Source: an optimization exercise on an open RTL-to-GDS flow (aim: a short achievable clock period and few clock cycles). Production flows keep margins and buffers that such runs may drop.
No functional check of the RTL was part of any run shown here.
The flow treats the clock pin as an ideal source, which a real chip does not have.
Power and IR drop assume default switching activity.

$ cat flow/run.sh
#!/bin/bash
# Standard ORFS layout (the standard.sh, standard synthesis unchanged),
# with repair_timing aiming for a setup slack margin, so that the resizer
# works on paths well below the 10 ns clock. The SDC is not changed.
set -euo pipefail
MARGIN=${MARGIN:-7}
bash standard.sh SETUP_SLACK_MARGIN=$MARGIN finish > standard_make.log 2>&1
$ cat standard.sh
#!/bin/bash
# synth_recipe.tcl (not shown) runs the flow's synth.tcl, then flattens the netlist and writes it again
# the make line also repeats each setting of config.mk as NAME=value (left out here)
make -C /OpenROAD-flow-scripts/flow DESIGN_CONFIG=/design/flow/config.mk WORK_HOME=/design/flow/orfs CLKGATE_MAP_FILE= SYNTH_SCRIPT=/design/flow/synth_recipe.tcl "${@:-finish}"
$ cat config.mk
export PLATFORM = sky130hd
export DESIGN_NAME = jericalla_evolucion
export DESIGN_NICKNAME = jericalla_evolucion
export VERILOG_FILES = /design/flow/design.v
export SDC_FILE = /design/flow/constraint.sdc
export NUM_CORES = 4
export LEC_CHECK = 0
export CAP_MARGIN = 20
export CORE_MARGIN = 2
export CORE_UTILIZATION = 65
export CTS_CLUSTER_DIAMETER = 150
export CTS_CLUSTER_SIZE = 24
export PLACE_DENSITY = 0.75
export SLEW_MARGIN = 20
$ cat constraint.sdc
create_clock -name core_clock -period 10.0 [get_ports {clk}]
set_input_delay 2.0000 -clock core_clock [delete_from_list [all_inputs] [get_ports {clk}]]
set_output_delay 2.0000 -clock core_clock [all_outputs]
set_load 0.01 [all_outputs]
$ cat design.v
module contador_de_programa(
    input  wire       clk,
    input  wire       reset,
    input  wire [6:0] cantidad_instrucciones,
    output reg  [6:0] o_contador,    
    output reg  [6:0] n_r,           
    output reg        f_valido,      
    output reg        f_ultimo       
);
reg  [6:0] pc;
wire       activo    = (pc != n_r);
wire [6:0] siguiente = pc + 7'd1;
always @(posedge clk) begin
    if (reset) begin
        pc         <= 7'd0;
        o_contador <= 7'd0;
        n_r        <= cantidad_instrucciones;
    end else if (activo) begin
        pc         <= siguiente;
        o_contador <= siguiente;
    end
end
always @(posedge clk) begin
    f_valido <= activo;
    f_ultimo <= (siguiente == n_r);
end
endmodule
module unidad_control
(
    input  [3:0] instruction,
    output       op_and,
    output       op_or,
    output       op_add,
    output       op_sub,
    output       op_slt,
    output       op_nor,
    output       op_sw,
    output       op_lw,
    output       write_enable_RB,
    output       valido
);
assign op_and = (instruction == 4'd0);
assign op_or  = (instruction == 4'd1);
assign op_add = (instruction == 4'd2);
assign op_sub = (instruction == 4'd3);
assign op_slt = (instruction == 4'd4);
assign op_nor = (instruction == 4'd5);
assign op_sw  = (instruction == 4'd6);
assign op_lw  = (instruction == 4'd7);
assign write_enable_RB = (instruction <= 4'd5);
assign valido = !instruction[3];
endmodule
module ks_add(input [31:0] a, input [31:0] b, input cin, output [31:0] s, output cout);
wire [31:0] p0 = a ^ b;
wire [31:0] g0 = a & b;
wire [31:0] G [0:5];
wire [31:0] P [0:5];
assign G[0] = {g0[31:1], g0[0] | (p0[0] & cin)};
assign P[0] = p0;
genvar l, i;
generate
  for (l = 0; l < 5; l = l + 1) begin : lv
    for (i = 0; i < 32; i = i + 1) begin : bt
      if (i >= (1 << l)) begin : c
        assign G[l+1][i] = G[l][i] | (P[l][i] & G[l][i - (1 << l)]);
        assign P[l+1][i] = P[l][i] & P[l][i - (1 << l)];
      end else begin : n
        assign G[l+1][i] = G[l][i];
        assign P[l+1][i] = P[l][i];
      end
    end
  end
endgenerate
wire [31:0] c = {G[5][30:0], cin};
assign s = p0 ^ c;
assign cout = G[5][31];
endmodule
module alu(
    input         op_and,
    input         op_or,
    input         op_add,
    input         op_sub,
    input         op_slt,
    input         op_nor,
    input  [31:0] din1_alu,
    input  [31:0] din2_alu,
    output [31:0] r_add,
    output [31:0] r_sub,
    output [31:0] r_logic,
    output        lt,
    output        zero_alu
);
wire [31:0] a = din1_alu;
wire [31:0] b = din2_alu;
wire [31:0] r_and = a & b;
wire [31:0] r_or  = a | b;
wire        c_add, c_sub;
ks_add u_add(.a(a), .b(b),  .cin(1'b0), .s(r_add), .cout(c_add));
ks_add u_sub(.a(a), .b(~b), .cin(1'b1), .s(r_sub), .cout(c_sub));
assign lt = ~c_sub;
assign r_logic = ({32{op_and}} & r_and)
               | ({32{op_or}}  & r_or)
               | ({32{op_nor}} & ~r_or);
wire [31:0] t = a ^ b;
wire        z_add = (t == {r_or[30:0], 1'b0});
assign zero_alu = (op_and & ~|r_and)
                | (op_or  & ~|r_or)
                | (op_nor & &r_or)
                | (op_add & z_add)
                | (op_sub & (a == b))
                | (op_slt & ~lt);
endmodule
module banco_de_registros(
    input  wire        clk,
    input  wire        reset,
    input  wire [4:0]  read_address_1,
    input  wire [4:0]  read_address_2,
    input  wire [4:0]  write_address,
    input  wire [31:0] data_write,
    input  wire        write_enable,
    output wire [31:0] data_register_1,
    output wire [31:0] data_register_2
);
reg [31:0] mem [0:31];
function [31:0] valor_inicial(input [4:0] r);
    case (r)
        5'd0:  valor_inicial = 32'h000000DE;
        5'd1:  valor_inicial = 32'h0000006F;
        5'd2:  valor_inicial = 32'h00000064;
        5'd3:  valor_inicial = 32'h000000C8;
        5'd7:  valor_inicial = 32'h00000014;
        5'd8:  valor_inicial = 32'h00000015;
        5'd9:  valor_inicial = 32'h00000016;
        5'd10: valor_inicial = 32'h00000052;
        5'd11: valor_inicial = 32'h0000001B;
        5'd12: valor_inicial = 32'h7FFFFFF3;
        5'd16: valor_inicial = 32'h00000017;
        5'd17: valor_inicial = 32'h00000018;
        5'd18: valor_inicial = 32'h00000019;
        default: valor_inicial = 32'h00000000;
    endcase
endfunction
integer i;
always @(posedge clk) begin
    if (reset) begin
        for (i = 0; i < 32; i = i + 1)
            mem[i] <= valor_inicial(i[4:0]);
    end else if (write_enable) begin
        mem[write_address] <= data_write;
    end
end
assign data_register_1 = mem[read_address_1];
assign data_register_2 = mem[read_address_2];
endmodule
module ram(
    input  wire        clk,
    input  wire [4:0]  write_address,
    input  wire [31:0] din,
    input  wire        write_enable,
    input  wire [4:0]  read_address,
    output wire [31:0] dout
);
reg [31:0] mem [0:31];
always @(posedge clk) begin
    if (write_enable)
        mem[write_address] <= din;
end
assign dout = mem[read_address];
endmodule
module jericalla_evolucion(
    input  wire        clk,
    input  wire        reset,
    input  wire [6:0]  cantidad_instrucciones,
    output wire [6:0]  imem_addr,
    input  wire [18:0] imem_data,
    output reg  [31:0] data_out,
    output reg         zf,
    output reg         valid,
    output reg         done
);
reg rst_r;
always @(posedge clk) rst_r <= reset;
wire [6:0] n_r;
wire       f_v, f_last;
contador_de_programa contador_de_programa_inst(
    .clk(clk),
    .reset(reset),
    .cantidad_instrucciones(cantidad_instrucciones),
    .o_contador(imem_addr),
    .n_r(n_r),
    .f_valido(f_v),
    .f_ultimo(f_last)
);
reg [18:0] ir;
always @(posedge clk) ir <= imem_data;
wire d_and, d_or, d_add, d_sub, d_slt, d_nor, d_sw, d_lw, d_we, d_res;
unidad_control unidad_control_inst(
    .instruction(ir[18:15]),
    .op_and(d_and), .op_or(d_or), .op_add(d_add), .op_sub(d_sub),
    .op_slt(d_slt), .op_nor(d_nor), .op_sw(d_sw), .op_lw(d_lw),
    .write_enable_RB(d_we),
    .valido(d_res)
);
wire [4:0] rs1 = ir[9:5];
wire [4:0] rs2 = ir[4:0];
reg        x_vres, x_vwe, x_vsw;         
reg        x_and, x_or, x_add, x_sub, x_slt, x_nor, x_lg, x_sw, x_lw;
reg [4:0]  x_rd;
reg [31:0] x_a, x_b;
reg [31:0] x_bs;                         
reg [31:0] x_m;                          
reg        w_we;
reg [4:0]  w_rd;
reg [31:0] w_val;
wire [31:0] rf_a, rf_b;
wire [31:0] r_add, r_sub, r_logic;
wire        r_lt, alu_zero;
banco_de_registros banco_de_registros_inst(
    .clk(clk),
    .reset(rst_r),
    .read_address_1(rs1),
    .read_address_2(rs2),
    .write_address(w_rd),
    .data_write(w_val),
    .write_enable(w_we),
    .data_register_1(rf_a),
    .data_register_2(rf_b)
);
wire fe_a = x_vwe && (x_rd == rs1);
wire fw_a = !fe_a && w_we && (w_rd == rs1);
wire fr_a = !fe_a && !fw_a;
wire fe_b = x_vwe && (x_rd == rs2);
wire fw_b = !fe_b && w_we && (w_rd == rs2);
wire fr_b = !fe_b && !fw_b;
wire [31:0] d_a = ({32{fe_a && x_add}} & r_add)
                | ({32{fe_a && x_sub}} & r_sub)
                | ({32{fe_a && x_lg}}  & r_logic)
                | {31'd0, fe_a && x_slt && r_lt}
                | ({32{fw_a}} & w_val)
                | ({32{fr_a}} & rf_a);
wire [31:0] d_b = ({32{fe_b && x_add}} & r_add)
                | ({32{fe_b && x_sub}} & r_sub)
                | ({32{fe_b && x_lg}}  & r_logic)
                | {31'd0, fe_b && x_slt && r_lt}
                | ({32{fw_b}} & w_val)
                | ({32{fr_b}} & rf_b);
wire [31:0] ram_dout;
ram ram_inst(
    .clk(clk),
    .write_address(x_a[4:0]),
    .din(x_bs),
    .write_enable(x_vsw),
    .read_address(d_a[4:0]),
    .dout(ram_dout)
);
wire fm = x_vsw && (x_a[4:0] == d_a[4:0]);
wire d_go = !rst_r && f_v;
reg done_pre;
always @(posedge clk)
    done_pre <= rst_r ? (n_r == 7'd0) : (done_pre || (f_v && f_last));
always @(posedge clk) begin
    x_vres <= d_go && d_res;
    x_vwe  <= d_go && d_we;
    x_vsw  <= d_go && d_sw;
    x_and  <= d_and;
    x_or   <= d_or;
    x_add  <= d_add;
    x_sub  <= d_sub;
    x_slt  <= d_slt;
    x_nor  <= d_nor;
    x_lg   <= d_and || d_or || d_nor;
    x_sw   <= d_sw;
    x_lw   <= d_lw;
    x_rd   <= ir[14:10];
    x_a    <= d_a;
    x_b    <= d_b;
    if (d_sw)
        x_bs <= d_b;
    x_m    <= fm ? x_bs : ram_dout;
end
alu alu_inst(
    .op_and(x_and), .op_or(x_or), .op_add(x_add), .op_sub(x_sub),
    .op_slt(x_slt), .op_nor(x_nor),
    .din1_alu(x_a),
    .din2_alu(x_b),
    .r_add(r_add),
    .r_sub(r_sub),
    .r_logic(r_logic),
    .lt(r_lt),
    .zero_alu(alu_zero)
);
wire [31:0] alu_result = ({32{x_add}} & r_add)
                       | ({32{x_sub}} & r_sub)
                       | ({32{x_lg}}  & r_logic)
                       | {31'd0, x_slt && r_lt};
always @(posedge clk) begin
    data_out <= ({32{x_lw}} & x_m) | ({32{x_sw}} & x_bs) | alu_result;
    w_val    <= alu_result;
    w_rd     <= x_rd;
    valid    <= !rst_r && x_vres;
    zf       <= !rst_r && ((x_vwe && alu_zero) || (!x_vwe && zf));
    done     <= rst_r ? (n_r == 7'd0) : done_pre;
    w_we     <= !rst_r && x_vwe;
end
endmodule
==> results of run 1 <==
==> worst max-delay path: stages (launching register included) <==
cell        delay [ns]
dfxtp_4           0.49
clkinvlp_4        0.18
ha_4              0.27
a211o_1           0.28
a21oi_2           0.20
o221a_4           0.28
o21ai_4           0.07
a2111o_2          0.53
a41oi_2           0.23
xnor2_1           0.11
a21oi_2           0.16
buf_6             0.15
o221ai_2          0.12
==> cells by family (layout without fill, tap and decap cells) <==
family / after synthesis / in the layout / share of synthesized area
DFF: 2271 / 2271 / 0.625
buffers and inverters: 669 / 889 / 0.0246
muxes: 981 / 981 / 0.198
and+or+nand+nor: 1663 / 1663 / 0.0893
AOI/OAI and AO/OA: 644 / 644 / 0.0430
xor gates and xnor gates: 104 / 104 / 0.00858
other: 0 / 10 / 0
adders and majority gates: 100 / 100 / 0.0119
==> timing repair <==
item                                    4_1_cts  5_1_grt
resized for setup                           630      212
setup buffers                               195       74
cloned                                       30       19
pin swaps                                   105       85
endpoints found under the setup margin     1456      434
==> final cells by class <==
class	instances	area share
Clock buffer	187	0.0244
Inverter	123	0.00431
Multi-Input combinational cell	3492	0.337
Tap cell	2175	0.0228
Clock inverter	8	0.00144
Antenna cell	10	0.000209
Timing Repair Buffer	571	0.0533
Sequential cell	2271	0.556
==> path summary, 6_finish.rpt <==
path	from	to	slack [ns]	cells past startpoint
max	x_a[3]$_DFF_P_	x_bs[25]$_DFFE_PP_	6.62	12
min	ir[13]$_DFF_P_	x_rd[3]$_DFF_P_	0.34	0
max reg2reg	x_a[3]$_DFF_P_	x_bs[25]$_DFFE_PP_	6.62	12
min reg2reg	ir[13]$_DFF_P_	x_rd[3]$_DFF_P_	0.34	0
==> power groups by stage <==
stage | clock, mW | sequential (mW) | combinational (mW)
after floorplan | 0 | 11.0 | 2.89
after global placement | 0 | 11.3 | 4.15
after detailed placement | 0 | 11.3 | 4.17
after CTS | 5.02 | 11.1 | 5.07
after global routing | 5.32 | 11.2 | 5.82
final | 5.04 | 11.1 | 5.67
==> metrics by stage <==
step	setup slack, ns	instance area [um2]	cells	util	hold WS [ns]
floorplan	6.17	107000	6432	-	0.310
global placement	5.16	110000	8301	0.677	0.311
detailed placement	5.35	110000	8302	0.677	0.316
CTS	6.65	117000	8722	0.722	0.339
global route	6.67	120000	8828	0.735	0.352
finish	6.62	120000	8837	0.735	0.338
==> placed cells by master (no fill, tap or decap), types with 19 or more instances in the layout <==
master           count
inv_1               96
a21oi_1             91
buf_6               94
edfxtp_1          2087
nor2_1             116
or3_1               76
buf_12              22
ha_4                31
nor2b_1             36
o21ai_0             54
nor3_1              22
a21o_1              21
nor2_4              78
buf_4              338
nor4_1              33
nand4_1             58
clkbuf_16          118
buf_16              40
o21ai_2             19
o21ai_4             37
xnor2_1             56
mux2i_1             48
nand3_1             41
ha_1                63
nand2_1            132
xor2_1              39
clkdlybuf4s50_1     27
dfxtp_1             95
a221o_1             53
mux2i_4             19
and2_1             961
a22oi_1            142
clkbuf_1            83
mux4_2             896
dfxtp_4             27
dfxtp_2             62
==> sequential cells by signal, summed over array words and instances, names as in the netlist, 5 cells and up <==
| signal | count |
|---|---|
| x_rd | 5 |
| ram_inst.mem | 1024 |
| w_val | 32 |
| banco_de_registros_inst.mem | 1024 |
| x_b | 32 |
| ir | 19 |
| x_a | 32 |
| data_out | 32 |
| contador_de_programa_inst.n_r | 7 |
| w_rd | 5 |
| contador_de_programa_inst.o_contador | 7 |
| x_bs | 32 |
==> layer usage <==
| layer | global-route usage | up-vias | share of wire |
|---|---|---|---|
| met2 | 0.619 | 6352 | 0.44 |
| li1 | - | 25600 | - |
| met3 | 0.130 | 1244 | 0.16 |
| met5 | 0 | - | 0.00046 |
| met1 | 0.593 | 34400 | 0.33 |
| met4 | 0.211 | 20 | 0.064 |
==> flow_summary.toml, run 1 <==
[timing]
fmax_mhz = 296
setup_viol = 0
finalCritPeriodShare = 0.338
hold_viol = 0
tightest_slew_ns = 1.22
rsz0062_at_grt = "true"
period_needed_ns = 3.38
fin_setup_tns_ns = 0
slew_headroom = 0.187
finalClockSkew_ns = 0.0322
finalMaxSlewViolations = 0

[clocking]
holdBufCountCts = 0
cts_tree = "done"
cts-root-buf = "clkbuf_16"
cts_max_level = 3
path_clk_slew_ns = 0.11
cts.sinks = 2271
clk_latency_ns = 0.81
cts_buffers = 104
cts_buffer_depth = 3

[power_and_ir_drop]
p_sw_mw = 6.75
total_power_mw = 21.8
p_seq_frac = 0.509
clkPwrFrac = 0.231
leakage_nw = 40.0
switching_share = 0.309
comb_power_share = 0.260
power_density_nw_per_um2 = 183
cellInternalPower_mw = 15.1
peakVddDrop_mv = 0.164

[logic_synthesis]
yosysSeqAreaShare = 0.625
synthTopCellsByArea = "edfxtp_1 (59%), mux4_2 (19%), and2_1 (5.7%), dfxtp_1 (3.5%), clkbuf_1 (1.4%)"
netlist_instances = 6432
synth_top_area_cell = "edfxtp_1"
ys_seq_elements = 2271
ys_types = 88
synth_top_area_frac = 0.590
yosys_warnings = 5
synthFlopType = "edfxtp_1"
syn-cell-area_um2 = 106000
ys_async_sr_fraction = 0
syn_area_per_cell_um2 = 16.5
yosysMostFrequentCell = "edfxtp_1"
synth_edf_count = 2087
synth_fp_nets = 6560
ys_top_cells_by_count = "edfxtp_1 (2087), and2_1 (963), mux4_2 (896)"

[drt]
final_antenna_net_count = 0
drc_errors = 0
drtIter0Drc = 12800
dr.pass1.iters = 7
avgRoutedWirePerCell_um = 40.6
routed_wl_um = 359000
drt-vias-per-instance = 7.65
vias = 67600

[global_routing]
grt_pass1_vias = 65300
grt_start_max_net_pins = 77
grt_usage = 0.425
grt_pass1_wl_um = 493000
grt_antenna_before_repair = 28
grt_overflow_total = 0

[die]
rows = 148
core_um2 = 163000
dieArea_um2 = 167000
die_y_um = 408
start_util = 0.653
dieWidth_um = 408
io-pin-count = 70

[place]
hpwl_um = 196000
gp_congestion = 1.02
io_buffers = 69

[layout]
regArea_um2 = 66500
drive_gt1_frac = 0.310
multi_input_area_um2 = 40300
area_growth_pct = 12.6
nets = 6691
fillers = 9721

[run_status]
status = "finished clean"

[worst_setup_path]
path_max_fanout = 5
startpoint_type = "flop"
critPathKind = "reg2reg"
worstSetupEndpointType = "flop"
arrival_ns = 3.91
crit_required_ns = 10.53

[worst_hold_path]
hp-class = "reg2reg"

[run]
cap_violations = 0
==> run 2, diff against run 1 <==
--- a/design.v
+++ b/design.v
@@ -276,4 +276,3 @@
     x_b    <= d_b;
-    if (d_sw)
-        x_bs <= d_b;
+    x_bs   <= {32{d_sw}} & d_b;
     x_m    <= fm ? x_bs : ram_dout;
==> run 2 against run 1 <==
Compared with the run above:
- still clean
- register-to-register slack better by 0.06 ns
- via count is 0.82% lower
- first-iteration DRC count is 4.8% lower
- cell area is 0.61% lower
- clock skew is 0.018 ns higher
- worst hold slack better by 0.0045 ns
- largest power group unchanged
- highest routed layer unchanged
==> flow_summary.toml, run 2 <==
[die]
rows = 148
dieArea_um2 = 166000
die_y_um = 408
core_um2 = 162000
dieWidth_um = 408
io-pin-count = 70
start_util = 0.652

[clocking]
cts_buffers = 104
cts_tree = "done"
cts-root-buf = "clkbuf_16"
cts.sinks = 2271
clk_latency_ns = 0.82
path_clk_slew_ns = 0.10
cts_max_level = 3
cts_buffer_depth = 3

[worst_setup_path]
slowest_stage = "dfxtp_4"
startpoint_type = "flop"
cp.depth = 1
critPathKind = "reg2out"
r2r-start = "x_a[0]$_DFF_P_"
crit_required_ns = 8.00
worstSetupEndpointType = "output port"
crit_path_cell_trace = "buf_6"
crit_start = "zf$_DFF_P_"
path_max_fanout = 2
path_buf_inv = 1
arrival_ns = 1.34
critPathTopFamily = "flip-flops"
ff2ff_path_depth = 13
regToRegEndpoint = "data_out[28]$_DFF_P_"
crit_path_end = "zf"
r2r_setup_slack_ns = 6.68
slowest_delay_ns = 0.42

[power_and_ir_drop]
peakVddDrop_mv = 0.180
power_density_nw_per_um2 = 171
leakage_nw = 40.6
total_power_mw = 20.4

[global_routing]
grt_pass1_wl_um = 485000
grt_start_max_net_pins = 71
grt_antenna_before_repair = 10
grt_pass1_vias = 64700
grt_overflow_total = 0
grt_usage = 0.418

[timing]
finalClockSkew_ns = 0.0504
fmax_mhz = 300
period_needed_ns = 3.34
slew_headroom = 0.236
finalCritPeriodShare = 0.334
finalMaxSlewViolations = 0
tightest_slew_ns = 1.14
setup_viol = 0
rsz0062_at_grt = "true"
hold_viol = 0
fin_setup_tns_ns = 0

[layout]
largest_registers = "banco_de_registros_inst.mem: 1024 flops, ram_inst.mem: 1024 flops"
mostFrequentLayoutCell = "edfxtp_1"
final_cell_mix = "edfxtp_1 (2055), and2_1 (920), mux4_2 (894)"
drive_gt1_frac = 0.312
area_growth_pct = 12.2
fillers = 9810
nets = 6666

[logic_synthesis]
synth_top_area_frac = 0.582
ys_async_sr_fraction = 0
synth_edf_count = 2055
synthFlopType = "edfxtp_1"
yosysMostFrequentCell = "edfxtp_1"
syn-cell-area_um2 = 106000
netlist_instances = 6405
synth_top_area_cell = "edfxtp_1"
yosysSeqAreaShare = 0.623
ys_top_cells_by_count = "edfxtp_1 (2055), and2_1 (921), mux4_2 (894)"
yosys_warnings = 5
ys_seq_elements = 2271
synthTopCellsByArea = "edfxtp_1 (58%), mux4_2 (19%), and2_1 (5.4%), dfxtp_1 (4.1%), clkbuf_1 (1.4%)"
syn_area_per_cell_um2 = 16.5
synth_fp_nets = 6534
ys_types = 89

[run_status]
status = "finished clean"

[place]
gp_congestion = 0.971
hpwl_um = 192000
io_buffers = 69

[drt]
dr.pass1.iters = 8
vias = 67100
routed_wl_um = 350000
final_antenna_net_count = 0
drt-vias-per-instance = 7.61
drtIter0Drc = 12200
drc_errors = 0
avgRoutedWirePerCell_um = 39.8

[run]
cap_violations = 0

[worst_hold_path]
hp-class = "reg2reg"
==> run 2: worst min-delay path by stage <==
stage | startpoint | to | slack, ns | cells past startpoint
final | ir[13]$_DFF_P_ | x_rd[3]$_DFF_P_ | 0.34 | 0
after global routing | ir[13]$_DFF_P_ | x_rd[3]$_DFF_P_ | 0.35 | 0
after CTS | ir[13]$_DFF_P_ | x_rd[3]$_DFF_P_ | 0.35 | 0
after detailed placement | ir[14]$_DFF_P_ | x_rd[4]$_DFF_P_ | 0.31 | 0
after global placement | ir[13]$_DFF_P_ | x_rd[3]$_DFF_P_ | 0.32 | 0
after floorplan | ir[10]$_DFF_P_ | x_rd[0]$_DFF_P_ | 0.31 | 0
==> run 2: layout make-up <==
cell class              instances  area (um2)  share of cell area
well taps                    2175        2720              0.0229
inverters                     131         569             0.00479
multi-input cells            3454       39800               0.335
clock buffers                 187        2910              0.0245
repair buffers                575        6340              0.0533
flip-flops and latches       2271       66300               0.557
clock inverters                 8         184             0.00155
diodes                         10        25.0            0.000211
==> run 2: routing by layer <==
layer  global-route usage  wire length (um)
met1                0.590            118000
met2                0.605            154000
met3                0.122             56400
met4                0.204             21600
met5                    0                90
==> run 2: worst register-to-register path: stages, from the launching register on <==
cell and delay [ns]:
dfxtp_4 0.41, inv_8 0.04, ha_4 0.16, fa_2 0.38, nor2_4 0.14, o221ai_4 0.14, a211oi_4 0.32, buf_4 0.17
o21bai_4 0.11, a2111oi_4 0.55, nor3b_2 0.09, nand3b_4 0.19, a21o_4 0.22, a221o_1 0.28
==> run 2: timing repair <==
item                                    in CTS  in global routing
pin swaps                                   91                105
hold endpoints to repair                     0                  0
hold buffers                                 0                  0
gates resized for setup                    596                249
gates cloned                                21                 15
buffers inserted                           166                125
endpoints found under the setup margin    2043                343
==> run 2: stage by stage <==
step	hold slack [ns]	cells	area (um2)	utilization	setup WS [ns]
floorplan	0.310	6405	106000	-	6.14
global placement	0.318	8275	109000	0.674	4.80
detailed placement	0.312	8279	110000	0.675	4.81
CTS	0.345	8661	117000	0.717	6.52
global route	0.346	8801	119000	0.732	6.65
finish	0.342	8811	119000	0.732	6.66
==> run 2: cell families after synthesis <==
logic type / after synthesis / synth area share
AO/OA/AOI/OAI: 651 / 0.0449
XOR/XNOR: 89 / 0.00736
adder cells (fa/ha/maj): 101 / 0.0121
buffers and inverters: 681 / 0.0257
flip-flops: 2271 / 0.623
multiplexers: 992 / 0.199
AND/OR/NAND/NOR: 1620 / 0.0873
==> run 2: where the power goes <==
group          total [mW]  switching [mW]  internal (mW)
logic                4.38            2.48           1.90
registers            11.0           0.415           10.6
clock network        5.02            3.01           2.02
total                20.4            5.90           14.5
==> run 3, diff against run 2 <==
--- a/design.v
+++ b/design.v
@@ -276,3 +276,4 @@
     x_b    <= d_b;
-    x_bs   <= {32{d_sw}} & d_b;
+    if (d_sw)
+        x_bs <= d_b;
     x_m    <= fm ? x_bs : ram_dout;
==> flow/run.sh (replaced) <==
#!/bin/bash
# Standard ORFS layout (the standard.sh, standard synthesis unchanged),
# with repair_timing aiming for a setup slack margin, so that the resizer
# works on paths well below the 10 ns clock (the SDC is not changed), and a
# placement step before CTS that moves each output port's flip-flop next to
# its output buffer (flow/move_out.tcl).
set -euo pipefail
MARGIN=${MARGIN:-7}
HERE=$(pwd)
bash standard.sh SETUP_SLACK_MARGIN=$MARGIN PRE_CTS_TCL=$HERE/flow/move_out.tcl finish > standard_make.log 2>&1
==> flow/move_out.tcl (new file) <==
# Move each flip-flop that drives an output port's buffer next to that
# buffer (which sits at the port), then legalize. Shortens the wire between
# the flip-flop and the output buffer; the clock tree is built afterwards.
set block [ord::get_db_block]
set moved 0
foreach bterm [$block getBTerms] {
  if {[$bterm getIoType] != "OUTPUT"} { continue }
  set net [$bterm getNet]
  if {$net == "NULL"} { continue }
  set buf ""
  foreach it [$net getITerms] {
    if {[$it isOutputSignal]} { set buf [$it getInst] }
  }
  if {$buf == ""} { continue }
  set innet ""
  foreach it [$buf getITerms] {
    if {[$it isInputSignal]} { set innet [$it getNet] }
  }
  if {$innet == "" || $innet == "NULL"} { continue }
  set drv ""
  foreach it [$innet getITerms] {
    if {[$it isOutputSignal]} { set drv [$it getInst] }
  }
  if {$drv == ""} { continue }
  set mname [[$drv getMaster] getName]
  if {![string match "*df*" $mname]} { continue }
  lassign [$buf getLocation] x y
  $drv setLocation $x $y
  incr moved
}
puts "move_out: moved $moved flip-flops next to their output buffers"
detailed_placement
==> run 3 against run 2 <==
Compared with the run above:
- still clean on timing, DRC and antenna
- die area rose by 0.26%
- largest cell class unchanged
- cell count rose by 1.4%
- global-route usage rose by 0.93 points
- area after synthesis rose by 0.26%
- critical path depth rose by 11
- worst setup slack got worse by 0.11 ns
==> flow_summary.toml, run 3 <==
[power_and_ir_drop]
clkPwrFrac = 0.228
p_seq_frac = 0.504
leakage_nw = 40.6
p_sw_mw = 6.82
peakVddDrop_mv = 0.186
comb_power_share = 0.269
switching_share = 0.309
power_density_nw_per_um2 = 182
cellInternalPower_mw = 15.3

[drt]
final_antenna_net_count = 0
vias = 68300
dr.pass1.iters = 9
avgRoutedWirePerCell_um = 40.4
drt-vias-per-instance = 7.64
drtIter0Drc = 13100
drc_errors = 0
routed_wl_um = 361000

[logic_synthesis]
yosysSeqAreaShare = 0.625
synth_xor_area_frac = 0.00858
yosysMostFrequentCell = "edfxtp_1"
synth_fp_nets = 6560
netlist_instances = 6432
synth_compound_gate_area_share = 0.0430
synthAdderAreaFrac = 0.0119
synth.area.mux_share = 0.198
synthTopCellsByArea = "edfxtp_1 (59%), mux4_2 (19%), and2_1 (5.7%), dfxtp_1 (3.5%), clkbuf_1 (1.4%)"
synth_top_area_cell = "edfxtp_1"
synth_top_family_by_area = "multiplexers"
ys_seq_elements = 2271
ys_top_cells_by_count = "edfxtp_1 (2087), and2_1 (963), mux4_2 (896)"
synth_top_area_frac = 0.590
yosys_warnings = 5
synthSimpleGateAreaFrac = 0.0893
synth_edf_count = 2087
synthFlopType = "edfxtp_1"
syn-cell-area_um2 = 106000
ys_async_sr_fraction = 0
syn_area_per_cell_um2 = 16.5
ys_types = 88

[timing]
hold_viol = 0
tightest_slew_ns = 1.22
rsz0062_at_grt = "true"
finalCritPeriodShare = 0.345
period_needed_ns = 3.45
fin_setup_tns_ns = 0
slew_headroom = 0.185
finalMaxSlewViolations = 0
finalClockSkew_ns = 0.0783
setup_viol = 0
fmax_mhz = 290
hold_ws_ns = 0.337

[layout]
mostFrequentLayoutCell = "edfxtp_1"
final_cell_mix = "edfxtp_1 (2087), and2_1 (960), mux4_2 (896)"
largest_registers = "banco_de_registros_inst.mem: 1024 flops, ram_inst.mem: 1024 flops"
area_growth_pct = 13.9
nets = 6779
drive_gt1_frac = 0.324
final_core_utilization = 0.744
fin_cells = 8934

[place]
dpl.cell_count = 8302
hpwl_um = 196000
io_buffers = 69
gp_congestion = 1.02

[global_routing]
grt_antenna_before_repair = 24
grt_usage = 0.427
grt_start_max_net_pins = 77
grt_overflow_total = 0
grt_pass1_wl_um = 494000
grt_pass1_vias = 65600

[worst_hold_path]
min_to = "x_rd[3]$_DFF_P_"
hp-class = "reg2reg"
min_path_cells = 0
hp-start = "ir[13]$_DFF_P_"

[die]
io-pin-count = 70
start_util = 0.653
dieWidth_um = 408
rows = 148
die_y_um = 408
dieArea_um2 = 167000
core_um2 = 163000

[worst_setup_path]
r2r-start = "x_a[3]$_DFF_P_"
worstSetupEndpointType = "flop"
arrival_ns = 3.97
startpoint_type = "flop"
crit_required_ns = 10.52
critPathKind = "reg2reg"
ff2ff_path_depth = 12
path_max_fanout = 5
r2r_setup_slack_ns = 6.55
regToRegEndpoint = "x_bs[25]$_DFFE_PP_"

[clocking]
cts_buffers = 104
cts_tree = "done"
cts.sinks = 2271
path_clk_slew_ns = 0.10
clk_latency_ns = 0.81

[run]
cap_violations = 0

[run_status]
status = "finished clean"
==> run 3: cell types whose count changed in the layout (fill, tap and decap cells not counted), moves of 14 or more <==
cell,delta
nor3_1,-66
dfxtp_1,-20
and2_1,+40
o211ai_1,-28
buf_6,+30
mux2i_1,-39
buf_4,+21
o21ai_0,-14
edfxtp_1,+32
mux2i_4,+25
nand3_1,+16
buf_12,+14
==> run 3: worst max path at each step <==
stage,startpoint,end,slack [ns],cells past startpoint
floorplan,w_rd[0]$_DFF_P_,banco_de_registros_inst.mem[20][0]$_SDFFCE_PN0P_,6.17,4
global placement,x_a[3]$_DFF_P_,x_bs[18]$_DFFE_PP_,5.16,11
detailed placement,ir[5]$_DFF_P_,x_a[22]$_DFF_P_,5.35,11
CTS,zf$_DFF_P_,zf,6.68,1
global route,x_a[3]$_DFF_P_,x_bs[25]$_DFFE_PP_,6.63,12
finish,x_a[3]$_DFF_P_,x_bs[25]$_DFFE_PP_,6.55,12
==> run 3: area by class of cell <==
cell class | count | area, um2
Inverter | 123 | 520
Sequential cell | 2271 | 66500
Clock buffer | 191 | 2950
Timing Repair Buffer | 659 | 7470
Fill cell | 9583 | 41600
Antenna cell | 16 | 40.0
Tap cell | 2175 | 2720
Multi-Input combinational cell | 3492 | 40600
Clock inverter | 7 | 189
==> run 3: power groups by stage <==
stage	clock, mW	sequential, mW	combinational, mW
2_1_floorplan	0	11.0	2.89
3_3_place_gp	0	11.3	4.15
3_5_place_dp	0	11.3	4.17
4_1_cts	5.01	11.1	5.12
5_1_grt	5.31	11.1	6.08
6_report	5.03	11.1	5.93
==> run 3: logic make-up (layout without fill, tap and decap cells) <==
logic type / after synthesis / in the layout
AO/OA/AOI/OAI: 644 / 644
XOR/XNOR: 104 / 104
adder cells (fa/ha/maj): 100 / 100
buffers and inverters: 669 / 980
flip-flops: 2271 / 2271
multiplexers: 981 / 981
other: 0 / 16
AND/OR/NAND/NOR: 1663 / 1663
==> run 3: through the flow <==
step | total power [mW] | setup WS (ns) | area (um2)
CTS | 21.2 | 6.68 | 118000
detailed placement | 15.5 | 5.35 | 110000
global placement | 15.5 | 5.16 | 110000
floorplan | 13.9 | 6.17 | 107000
finish | 22.1 | 6.55 | 121000
global route | 22.5 | 6.63 | 121000
==> run 3: routing by layer <==
metal  vias to the layer above  global-route usage  share of wire
met5                         -                   0        0.00017
met4                         2               0.215          0.064
met3                      1287               0.125           0.16
met2                      6601               0.620           0.44
met1                     34600               0.598           0.33
li1                      25800                   -              -
==> run 3: critical path: stages (launching register included) <==
cell	delay (ns)
dfxtp_4	0.47
clkinvlp_4	0.17
ha_4	0.26
a211o_1	0.28
a21oi_2	0.20
o221a_4	0.28
o21ai_4	0.07
a2111o_2	0.53
a41oi_2	0.31
xnor2_1	0.13
a21oi_2	0.17
buf_6	0.15
o221ai_2	0.12
==> run 3: repair_timing <==
action | 4_1_cts | 5_1_grt
pin swaps | 101 | 79
hold buffers | 0 | 0
gates resized for setup | 661 | 279
cloned | 33 | 17
buffers inserted | 204 | 152
endpoints found under the setup margin | 1472 | 398
==> run 4, diff against run 3 <==
--- a/design.v
+++ b/design.v
@@ -276,4 +276,3 @@
     x_b    <= d_b;
-    if (d_sw)
-        x_bs <= d_b;
+    x_bs   <= {32{d_sw}} & d_b;
     x_m    <= fm ? x_bs : ram_dout;
--- a/flow/run.sh
+++ b/flow/run.sh
@@ -4,3 +4,3 @@
 # works on paths well below the 10 ns clock (the SDC is not changed), and a
-# placement step before CTS that moves each output port's flip-flop next to
+# placement step before CTS that moves each output port's flip-flop halfway towards
 # its output buffer (flow/move_out.tcl).
--- a/flow/move_out.tcl
+++ b/flow/move_out.tcl
@@ -1,3 +1,3 @@
-# Move each flip-flop that drives an output port's buffer next to that
-# buffer (which sits at the port), then legalize. Shortens the wire between
+# Move each flip-flop that drives an output port's buffer halfway towards
+# that buffer (which sits at the port), then legalize. Shortens the wire between
 # the flip-flop and the output buffer; the clock tree is built afterwards.
@@ -26,7 +26,8 @@
   if {![string match "*df*" $mname]} { continue }
-  lassign [$buf getLocation] x y
-  $drv setLocation $x $y
+  lassign [$buf getLocation] bx by
+  lassign [$drv getLocation] fx fy
+  $drv setLocation [expr {($bx + $fx) / 2}] [expr {($by + $fy) / 2}]
   incr moved
 }
-puts "move_out: moved $moved flip-flops next to their output buffers"
+puts "move_out: moved $moved flip-flops towards their output buffers"
 detailed_placement
==> run 4 against run 3 <==
Compared with the run above:
- first-iteration DRC count fell by 6.4%
- highest routed layer unchanged
- cell count down 1.6%
- largest power group unchanged
- still clean on timing, DRC and antenna
- critical path depth fell by 11
- worst hold slack improved by 0.0058 ns
==> flow_summary.toml, run 4 <==
[run_status]
status = "finished clean"

[worst_setup_path]
crit_path_cell_trace = "buf_6"
crit_required_ns = 8.00
crit_start = "data_out[19]$_DFF_P_"
slowest_delay_ns = 0.38
critPathTopFamily = "flip-flops"
path_buf_inv = 1
r2r-start = "x_a[0]$_DFF_P_"
slowest_stage = "dfxtp_4"
arrival_ns = 1.29
startpoint_type = "flop"
critPathKind = "reg2out"
path_max_fanout = 1
worstSetupEndpointType = "output port"

[logic_synthesis]
ys_seq_elements = 2271
yosys_warnings = 5
yosysMostFrequentCell = "edfxtp_1"
syn_area_per_cell_um2 = 16.5
ys_async_sr_fraction = 0
syn-cell-area_um2 = 106000
synth_top_area_cell = "edfxtp_1"
ys_top_cells_by_count = "edfxtp_1 (2055), and2_1 (921), mux4_2 (894)"
synthFlopType = "edfxtp_1"
synthTopCellsByArea = "edfxtp_1 (58%), mux4_2 (19%), and2_1 (5.4%), dfxtp_1 (4.1%), clkbuf_1 (1.4%)"
ys_types = 89
netlist_instances = 6405
synth_top_area_frac = 0.582
synth_fp_nets = 6534
yosysSeqAreaShare = 0.623
synth_edf_count = 2055

[power_and_ir_drop]
power_density_nw_per_um2 = 172
leakage_nw = 40.5
total_power_mw = 20.4
peakVddDrop_mv = 0.221

[drt]
wl_met2_um = 154000
top_layer = "met5"
final_antenna_net_count = 0
drt-vias-per-instance = 7.61
drc_errors = 0
drtIter0Drc = 12300
routed-wl-met3_um = 55600
dr.pass1.iters = 6
vias = 66900
met1_length_um = 119000
routed_wl_um = 351000
avgRoutedWirePerCell_um = 40.0

[die]
dieWidth_um = 408
dieArea_um2 = 166000
io-pin-count = 70
rows = 148
die_y_um = 408
core_um2 = 162000
start_util = 0.652

[layout]
area_growth_pct = 12.0
final_cell_mix = "edfxtp_1 (2055), and2_1 (920), mux4_2 (894)"
final_core_utilization = 0.731
fin_cells = 8793
fillers = 9805
largest_registers = "banco_de_registros_inst.mem: 1024 flops, ram_inst.mem: 1024 flops"
drive_gt1_frac = 0.310
nets = 6651
mostFrequentLayoutCell = "edfxtp_1"

[place]
dpl.cell_count = 8279
io_buffers = 69
gp_congestion = 0.971
hpwl_um = 192000

[clocking]
cts.sinks = 2271
path_clk_slew_ns = 0.09
cts_buffers = 104
holdBufCountCts = 0
cts_tree = "done"
clk_latency_ns = 0.81

[timing]
tightest_slew_ns = 1.14
finalCritPeriodShare = 0.329
period_needed_ns = 3.29
fmax_mhz = 304
slew_headroom = 0.242
hold_viol = 0
rsz0062_at_grt = "true"
finalClockSkew_ns = 0.0620
setup_viol = 0
fin_setup_tns_ns = 0
finalMaxSlewViolations = 0

[global_routing]
grt_start_max_net_pins = 71
grt_antenna_before_repair = 18
grt_pass1_wl_um = 486000
grt_usage = 0.419
grt_overflow_total = 0
grt_pass1_vias = 65000

[worst_hold_path]
hp-start = "ir[13]$_DFF_P_"
hp-class = "reg2reg"

[run]
cap_violations = 0
-- run 4: cell types whose count changed after synthesis, sizes merged, moves of 14 or more --
cell / previous run / this run
o211ai: 7 / 35
buf: 134 / 151
edfxtp: 2087 / 2055
dfxtp: 184 / 216
nor2: 203 / 178
and2: 963 / 921
nor3: 32 / 98
a211oi: 10 / 29
nand2: 147 / 133
xnor2: 65 / 51
-- run 4: timing repair --
item                        CTS  global route
resized for setup           605           221
gates cloned                 21            15
pin swaps                    96           106
setup endpoints to repair  1981           398
buffers inserted            171           104
-- run 4: path summary, 6_finish.rpt --
| path | end | slack, ns | cells past startpoint |
|---|---|---|---|
| worst max-delay path | data_out[19] | 6.71 | 1 |
| worst min-delay path | x_rd[3]$_DFF_P_ | 0.34 | 0 |
| worst max register to register | data_out[28]$_DFF_P_ | 6.75 | 14 |
| worst min register to register | x_rd[3]$_DFF_P_ | 0.34 | 0 |
-- run 4: logic make-up after synthesis --
group           after synthesis  synth area share
buf+inv                     681            0.0257
flops                      2271             0.623
mux                         992             0.199
xor+xnor                     89           0.00736
fa+ha+maj                   101            0.0121
simple gates               1620            0.0873
compound gates              651            0.0449
-- run 4: final cells by class --
| cell class | instances | area [um2] | area share |
|---|---|---|---|
| Sequential cell | 2271 | 66200 | 0.558 |
| Multi-Input combinational cell | 3454 | 39900 | 0.336 |
| Timing Repair Buffer | 560 | 6130 | 0.0517 |
| Clock buffer | 187 | 2910 | 0.0246 |
| Tap cell | 2175 | 2720 | 0.0229 |
| Inverter | 131 | 562 | 0.00473 |
| Clock inverter | 8 | 218 | 0.00183 |
| Antenna cell | 7 | 17.5 | 0.000148 |
-- run 4: through the flow --
| step | instance area [um2] | worst slack (ns) | hold WS [ns] |
|---|---|---|---|
| after CTS | 117000 | 6.67 | 0.344 |
| final | 119000 | 6.71 | 0.343 |
| after detailed placement | 110000 | 4.81 | 0.312 |
| after floorplan | 106000 | 6.14 | 0.310 |
| after global routing | 119000 | 6.67 | 0.346 |
| after global placement | 109000 | 4.80 | 0.318 |
-- run 4: power breakdown --
part           switching (mW)  internal [mW]  total [mW]  leakage (nW)
Clock                    2.99           2.04        5.03          1.46
Combinational            2.50           1.89        4.39          16.6
Sequential              0.403           10.6        11.0          22.5
Total                    5.89           14.5        20.4          40.5
-- run 4: layer usage --
layer	vias up	global-route usage
li1	25500	-
met5	-	0
met2	6187	0.602
met1	34000	0.593
met3	1126	0.114
met4	8	0.225

## re-timing with driven ports
The results above use ideal ports. As a check the final layouts listed here were re-extracted and re-timed, cells and wires unchanged. Step 1: set_driving_cell puts a clkbuf_16 on clk and a buf_2 on each other input, an assumption about the parent block. Step 2 moves the port delays by t, midway between the first and last clock arrival at a register: inputs arrive t later, outputs are due t later. That takes back most of the time a late clock gives input paths. a / b / c = ideal ports / drivers / drivers and shift; a / b = the first two.
| run | shift t [ns] | setup WS [ns] | worst hold slack (ns) | worst setup path after step 2 |
|---|---|---|---|---|
| run 1 | 0.891 | 6.616 / 6.575 / 6.616 | 0.338 / 0.338 / 0.338 | register to register |
| run 2 | 0.875 | 6.665 / 6.580 / 6.678 | 0.342 / 0.342 / 0.342 | register to register |
| run 3 | 0.869 | 6.550 / 6.550 / 6.550 | 0.337 / 0.337 / 0.337 | register to register |
| run 4 | 0.867 | 6.708 / 6.618 / 6.731 | 0.343 / 0.343 / 0.343 | input to register |
After both steps every run listed still meets setup and hold.
